This is an optimization exercise on Yosys and OpenROAD, whose aim is small area, not a production implementation. Function was checked by simulation only, so behaviour that the tests miss may differ from the original.

==> module converter, before the edit <==
module converter(
    input clk,
    input rst,
    input [31:0] im,
    input iop,
    output [31:0] result,
    output [7:0] pc1,
    output [7:0] pc2,
    output [7:0] pc3,
    output [7:0] pc4,
    output [7:0] pn5,
    output [7:0] pn6,
    output [7:0] pn7,
    output [7:0] pn8
);
    reg [2:0] ph;        
    reg [26:0] rem;      
    reg [22:0] q;        
    assign result = {9'd0, q};
    function [6:0] pick(input first, input [2:0] p, input [31:0] x);
        begin
            if (first) pick = {3'b000, x[31:28]};
            else case (p)
                3'd1: pick = x[27:21];
                3'd2: pick = x[20:14];
                3'd3: pick = x[13:7];
                default: pick = x[6:0];
            endcase
        end
    endfunction
    wire [6:0] bits = pick(rst, ph, im);
    function [26:0] add(input [26:0] a, input [26:0] b);
        reg c;
        integer k;
        begin
            c = 1'b0;
            for (k = 0; k < 27; k = k + 1) begin
                add[k] = a[k] ^ b[k] ^ c;
                c = (a[k] & b[k]) | (c & (a[k] ^ b[k]));
            end
        end
    endfunction
    function [29:0] step4(input [26:0] r, input [1:0] m, input op);
        reg [2:0] d;
        reg [26:0] a;
        begin
            d = (r[26:23] >= 4'd3) + (r[26:23] >= 4'd6) + (r[26:23] >= 4'd9) + (r[26:23] >= 4'd12);
            a = (op ? 27'd100000 : 27'd62137) * m - 27'd100000000 * d;
            step4 = {d, add({r[24:0], 2'd0}, a)};
        end
    endfunction
    function [30:0] step8(input [26:0] r, input [2:0] m, input op);
        reg [3:0] d;
        reg [26:0] a;
        begin
            d = (r[26:22] >= 5'd3) + (r[26:22] >= 5'd6) + (r[26:22] >= 5'd9) + (r[26:22] >= 5'd12) + (r[26:22] >= 5'd15) + (r[26:22] >= 5'd18) + (r[26:22] >= 5'd21) + (r[26:22] >= 5'd24) + (r[26:22] >= 5'd27);
            a = (op ? 27'd100000 : 27'd62137) * m - 27'd100000000 * d;
            step8 = {d, add({r[23:0], 3'd0}, a)};
        end
    endfunction
    function [36:0] steps(input [26:0] r0, input [6:0] x, input op);
        reg [26:0] r;
        reg [3:0] d0;
        reg [2:0] d1;
        reg [2:0] d2;
        begin
            r = r0;
            {d0, r} = step8(r, x[6:4], op);
            {d1, r} = step4(r, x[3:2], op);
            {d2, r} = step4(r, x[1:0], op);
            steps = {d0, d1, d2, r};
        end
    endfunction
    wire [26:0] r;
    wire [3:0] d0;
    wire [2:0] d1;
    wire [2:0] d2;
    assign {d0, d1, d2, r} = steps(rst ? 27'd0 : rem, bits, iop);
    wire last = !rst && ph == 3'd4;
    wire corr = last && (iop ? (r >= 27'd100000000) : (r >= 27'd50000000));
    wire [7:0] s = ({5'd0, d0} << 4) + ({5'd0, d1} << 2) + ({5'd0, d2} << 0) + corr;
    function [15:0] inc(input [15:0] x, input c0);
        reg c;
        integer k;
        begin
            c = c0;
            for (k = 0; k < 16; k = k + 1) begin
                inc[k] = x[k] ^ c;
                c = c & x[k];
            end
        end
    endfunction
    wire [15:0] qhi = inc(q[15:0], s[7]);
    always @(posedge clk) begin
        if (rst) ph <= 3'd1;
        else if (ph != 3'd5) ph <= ph + 3'd1;
        rem <= r;
        if (ph != 3'd5) q <= {qhi, s[6:0]};
    end
    drawBits resultado(.v(q[13:0]), .s1(pc1), .s2(pc2), .s3(pc3), .s4(pc4));
    drawBits numero(.v(im[13:0]), .s1(pn5), .s2(pn6), .s3(pn7), .s4(pn8));
endmodule
==> flow/config.mk <==
export PLATFORM = sky130hd
export DESIGN_NAME = converter
export DESIGN_NICKNAME = converter
export VERILOG_FILES = /design/flow/design.v
export SDC_FILE = /design/flow/constraint.sdc
export NUM_CORES = 4
export LEC_CHECK = 0
export ABC_AREA = 1
export CAP_MARGIN = 20
export CORE_MARGIN = 2
export CORE_UTILIZATION = 40
export CTS_BUF_LIST = sky130_fd_sc_hd__clkbuf_16
export SLEW_MARGIN = 20
==> flow/constraint.sdc <==
create_clock -name core_clock -period 90.0 [get_ports {clk}]
set_input_delay 18.0000 -clock core_clock [delete_from_list [all_inputs] [get_ports {clk}]]
set_output_delay 18.0000 -clock core_clock [all_outputs]
set_load 0.01 [all_outputs]
standard.sh (not shown) runs the stock make flow with config.mk's settings and CLKGATE_MAP_FILE= SYNTH_SCRIPT=/design/flow/synth_recipe.tcl, a recipe that flattens the netlist after the stock synthesis.
==> flow/flow/run.sh <==
#!/bin/bash
# Own layout flow: the standard ORFS flow, with an area-oriented ABC script
# for synthesis (no buffering/upsizing, no full-adder extraction) and small
# buffers on the ports. Each tool's full log stays under orfs/logs/; make's own
# output goes to flow_make.log in the work folder.
set -euo pipefail
W=$(pwd)
rm -rf "$W/myscripts"
cp -r "$FLOW_HOME/scripts" "$W/myscripts"
cp "$W/flow/abc_area.script" "$W/myscripts/abc_area.script"
bash "$W/standard.sh" \
    SCRIPTS_DIR="$W/myscripts" \
    ADDER_MAP_FILE= \
    ABC_AREA=1 \
    "BUFFER_PORTS_ARGS=-buffer_cell sky130_fd_sc_hd__buf_1" \
    finish > "$W/flow_make.log" 2>&1
==> flow/flow/abc_area.script <==
strash
&get -n
&deepsyn -T 20
&put
dch -f
amap
strash
&get -n
&deepsyn -T 20
&put
dch -f
amap -m
topo
The baseline finished with timing, DRC and antenna clean.
Next try:
--- a/flow/design.v
+++ b/flow/design.v
@@ -57,16 +57,17 @@
             a = (op ? 27'd100000 : 27'd62137) * m - 27'd100000000 * d;
             step8 = {d, add({r[23:0], 3'd0}, a)};
         end
     endfunction
-    function [36:0] steps(input [26:0] r0, input [6:0] x, input op);
+    function [36:0] steps(input [26:0] r0, input [6:0] x, input op, input first);
         reg [26:0] r;
         reg [3:0] d0;
         reg [2:0] d1;
         reg [2:0] d2;
         begin
             r = r0;
             {d0, r} = step8(r, x[6:4], op);
+            if (first) begin d0 = 4'd0; r = 27'd0; end
             {d1, r} = step4(r, x[3:2], op);
             {d2, r} = step4(r, x[1:0], op);
             steps = {d0, d1, d2, r};
         end
@@ -74,9 +75,9 @@
     wire [26:0] r;
     wire [3:0] d0;
     wire [2:0] d1;
     wire [2:0] d2;
-    assign {d0, d1, d2, r} = steps(rst ? 27'd0 : rem, bits, iop);
+    assign {d0, d1, d2, r} = steps(rem, bits, iop, rst);
     wire last = !rst && ph == 3'd4;
     wire corr = last && (iop ? (r >= 27'd100000000) : (r >= 27'd50000000));
     wire [7:0] s = ({5'd0, d0} << 4) + ({5'd0, d1} << 2) + ({5'd0, d2} << 0) + corr;
     function [15:0] inc(input [15:0] x, input c0);
Outcome: The new run went through all stages and came out clean. Synthesized cell count is lower by 2.5%. Routed wire length climbs by 0.71%. Worst setup slack is worse by 0.054 ns. Flip-flop and latch count is unchanged. Utilization rises by 0.57 points. Via count goes down by 0.97%. Design area decreases by 1.6%. Die area decreases by 1.8%. Hold slack degrades by 0.018 ns. Fmax stays flat.

re-timing with driven ports:
Ports are ideal in the flow. The routed layouts listed here were re-timed in OpenROAD. Step 1 assumes that a clkbuf_16 drives the clock port and a buf_2 every other input. Step 2 moves the port delays by t, midway between the first and last clock arrival at a register: inputs arrive t later, outputs are due t later. That takes back most of the time a late clock gives input paths. a / b / c = ideal ports / drivers / drivers and shift; a / b = the first two.
run	t, ns	slack for setup (ns)	worst setup path after step 2	worst data-port slew with drivers (ns)
the first run	0.349	43.825 / 43.803 / 43.803	input to output	0.05
the second run	0.356	43.771 / 43.745 / 43.745	input to output	0.04
After both steps setup and hold are still met in every run listed. For the second run, which loses most, drivers alone change the setup slack by -0.026 ns; drivers and shift together by -0.026 ns.
